This design comes from an exercise in tuning for small area and a short achievable clock period on the open sky130 flow, not from production work. The RTL was checked by simulation tests, not by an equivalence proof against the original design. Power is estimated from default activity; no workload was simulated.

// running_average
module running_average #(
  parameter N = 4,
  parameter DATAWIDTH = 32
)(
  input   wire        clk,
  input   wire        reset,
  input   wire [DATAWIDTH -1 : 0] data_i,
  output  wire [DATAWIDTH -1 : 0] average_o
);
Settings: LEC_CHECK=0, CAP_MARGIN=20, CORE_MARGIN=2, CORE_UTILIZATION=40, SETUP_SLACK_MARGIN=3.0, SLEW_MARGIN=20, SYNTH_HIERARCHICAL=1; clock period 7.0 ns.
run.sh (not shown) runs the stock make flow with config.mk's settings and CLKGATE_MAP_FILE= SYNTH_SCRIPT=/design/flow/synth_recipe.tcl, a recipe that flattens the netlist after the stock synthesis.
Rerun with:
--- a/flow/config.mk
+++ b/flow/config.mk
@@ -10,3 +10,3 @@
 export CORE_UTILIZATION = 40
-export SETUP_SLACK_MARGIN = 3.0
+export SETUP_SLACK_MARGIN = 5.0
 export SLEW_MARGIN = 20
Effect:
- count of clock-buffer cells in the layout came out lower by 1
- non-clock buffer count grows by 61
- cell area is higher by roughly a tenth
Rerun with:
==> flow/flow/run.sh (new file) <==
#!/bin/bash
# Standard layout, logs kept in this folder.
cp standard.sh flow/standard.sh.copy 2>/dev/null
bash standard.sh > standard.log 2>&1
==> flow/flow/standard.sh.copy (new file) <==
#!/bin/bash
# The standard flow's own layout of this design, on the ORFS make targets given (by default finish). After
# finish it leaves the final layout's DEF at /design/flow/out/final.def.
set -euo pipefail
make -C /OpenROAD-flow-scripts/flow DESIGN_CONFIG=/design/flow/config.mk WORK_HOME=/design/flow/orfs CLKGATE_MAP_FILE= SYNTH_SCRIPT=/design/flow/synth_recipe.tcl CAP_MARGIN=20 CORE_MARGIN=2 CORE_UTILIZATION=40 SETUP_SLACK_MARGIN=3.0 SLEW_MARGIN=20 SYNTH_HIERARCHICAL=1 "${@:-finish}"
if [[ -f /design/flow/orfs/results/sky130hd/running_average/base/6_final.odb ]]; then
  : # left out here: write the final layout as DEF
fi
==> flow/standard.sh (new file) <==
#!/bin/bash
# synth_recipe.tcl (not shown) runs the flow's synth.tcl, then flattens the netlist and writes it again
# the make line also repeats each setting of config.mk as NAME=value (left out here)
make -C /OpenROAD-flow-scripts/flow DESIGN_CONFIG=/design/flow/config.mk WORK_HOME=/design/flow/orfs CLKGATE_MAP_FILE= SYNTH_SCRIPT=/design/flow/synth_recipe.tcl "${@:-finish}"
--- a/flow/config.mk
+++ b/flow/config.mk
@@ -10,3 +10,3 @@
 export CORE_UTILIZATION = 40
-export SETUP_SLACK_MARGIN = 5.0
+export SETUP_SLACK_MARGIN = 3.0
 export SLEW_MARGIN = 20
removed: flow/run.sh
What happened: Power is lower by 10%. Worst setup slack gets worse by 46 ps. Final cell count drops by 6.1%. Worst hold slack barely changes. Fmax shrinks by 1.0%. Cell area drops by 12%. Clock skew barely changes. Sequential cell count stays the same. Clock power went up by 4.3%.

* * *

running_average again, from the RTL that the note above started with.
Design running_average, start of the top module:
module running_average #(
  parameter N = 4,
  parameter DATAWIDTH = 32
)(
  input   wire        clk,
  input   wire        reset,
  input   wire [DATAWIDTH -1 : 0] data_i,
  output  wire [DATAWIDTH -1 : 0] average_o
);
reg  [31:0] s1, s2, s3;
wire [31:0] s3_n;
wire [29:0] avg;
ra_add_out u_out (.a(data_i), .b(s3), .r(reset), .y(avg));
ra_add_nxt u_nxt (.a(s1), .b(s2), .c(data_i), .y(s3_n));
always_ff @(posedge clk or posedge reset) begin
  if (reset) begin
    s1 <= '0;
    s2 <= '0;
    s3 <= '0;
  end else begin
    s1 <= data_i;
    s2 <= s1;
    s3 <= s3_n;
  end
end
assign average_o = {2'b00, avg};
endmodule
clock: 7.0 ns
lec_check: 0
cap_margin: 20
core_margin: 2
core_utilization: 40
cts_buf_list: sky130_fd_sc_hd__clkbuf_4 sky130_fd_sc_hd__clkbuf_8
setup_slack_margin: 2.9
slew_margin: 20
synth_hierarchical: 1
standard.sh (not shown) runs the stock make flow with config.mk's settings and CLKGATE_MAP_FILE= SYNTH_SCRIPT=/design/flow/synth_recipe.tcl, a recipe that flattens the netlist after the stock synthesis.
==> flow/flow/run.sh <==
#!/bin/bash
set -euo pipefail
here=$(pwd)
DU_DEFAULT=$(cat flow/default_dont_use.txt)
DU_BIG=$(cat flow/big_cells.txt)
bash standard.sh DONT_USE_CELLS="$DU_DEFAULT $DU_BIG" synth > "$here/synth.log" 2>&1
args=()
if [[ -f flow/pnr_args.txt ]]; then
  while IFS= read -r line; do
    [[ -n "$line" && "$line" != \#* ]] && args+=("$line")
  done < flow/pnr_args.txt
fi
bash standard.sh "${args[@]}" finish > "$here/pnr.log" 2>&1
==> flow/flow/pnr_args.txt <==
BUFFER_PORTS_ARGS=-buffer_cell sky130_fd_sc_hd__buf_2
Other scripts of this flow, unchanged in this note and not shown: flow/flow/big_cells.txt, flow/flow/default_dont_use.txt
The first run produced a clean layout.
==> next run, changes <==
- CORE_UTILIZATION: 40 -> 60
- SETUP_SLACK_MARGIN: 2.9 -> 2.5
Outcome: Setup slack got worse by 0.081 ns; flip-flop and latch count stays the same; die area is lower by 32%; total power is lower by 13%.
==> next run, changes <==
- CORE_UTILIZATION: 60 -> 40
- SETUP_SLACK_MARGIN: 2.5 -> 2.7
Result:
- The changed run finished with timing, DRC and antenna clean
- critical path depth does not change
- sequential power went up by 3.4%
- routed wire length went up by 12%
- count of clock-buffer cells in the layout went up by 2
- cell area went up by 10%
- clock power went up by about 2%
- total power went up by 11%
==> next run, changes <==
==> flow/flow/pnr_args.txt (replaced) <==
- CTS_BUF_LIST: sky130_fd_sc_hd__clkbuf_4 sky130_fd_sc_hd__clkbuf_8 -> default
- SETUP_SLACK_MARGIN: 2.7 -> 3.0
Effect:
- setup slack gets worse by 0.099 ns
- via count increases slightly
- register-to-register slack gets better by 0.29 ns
- core utilization is higher by 3.7 points
- clock power is higher by a quarter to a third
- hold slack hardly moves
- routed wire length goes up by a few percent
==> next run, changes <==
==> flow/flow/pnr_args.txt (replaced) <==
BUFFER_PORTS_ARGS=-buffer_cell sky130_fd_sc_hd__buf_2
- CTS_BUF_LIST: default -> sky130_fd_sc_hd__clkbuf_4 sky130_fd_sc_hd__clkbuf_8
- SETUP_SLACK_MARGIN: 3.0 -> 1.5
First-iteration DRC count increases by about 17%; wire length decreases by 13%; count of clock-buffer cells in the layout decreases by 1; clock power decreases by about 20%.

==> static timing again, ports no longer ideal <==
The flow's constraints put no driver on any port. The routed layouts listed below were extracted and timed again, unchanged, in two steps.
Step 1 (the two cells are an assumption about what drives the block):
set clk [get_ports {clk}]
set_driving_cell -lib_cell sky130_fd_sc_hd__clkbuf_16 $clk
set_driving_cell -lib_cell sky130_fd_sc_hd__buf_2 [delete_from_list [all_inputs] $clk]
Step 2 also shifts input and output timing later by t, the mid clock arrival at the registers, as if the neighbouring blocks saw the same clock.
a / b / c = ideal / step 1 / step 2; a / b = the first two.
run | t (ns) | setup slack, ns | worst hold slack (ns) | slew at the worst register clock pin (ns) | cell pins on the clock port's net
the first run of note 1 | 0.385 | 2.610 / 2.576 / 2.576 | 0.404 / 0.404 / 0.404 | 0.07 / 0.07 | 1
the second run of note 1 | 0.397 | 2.655 / 2.614 / 2.614 | 0.407 / 0.407 / 0.407 | 0.07 / 0.07 | 1
the third run of note 1 | 0.385 | 2.610 / 2.576 / 2.576 | 0.404 / 0.404 / 0.404 | 0.07 / 0.07 | 1
the first run of note 2 | 0.411 | 2.671 / 2.627 / 2.627 | 0.410 / 0.410 / 0.410 | 0.09 / 0.09 | 1
the second run of note 2 | 0.385 | 2.590 / 2.571 / 2.510 | 0.409 / 0.409 / 0.409 | 0.10 / 0.10 | 1
the third run of note 2 | 0.403 | 2.720 / 2.686 / 2.573 | 0.407 / 0.407 / 0.407 | 0.09 / 0.09 | 1
the fourth run of note 2 | 0.383 | 2.621 / 2.573 / 2.573 | 0.406 / 0.406 / 0.406 | 0.07 / 0.07 | 1
the fifth run of note 2 | 0.399 | 1.818 / 1.798 / 1.798 | 0.405 / 0.405 / 0.405 | 0.10 / 0.10 | 1
After both steps every run listed still meets setup and hold. For the third run of note 2, which loses most, drivers alone change the setup slack by -0.034 ns; drivers and shift together by -0.147 ns.
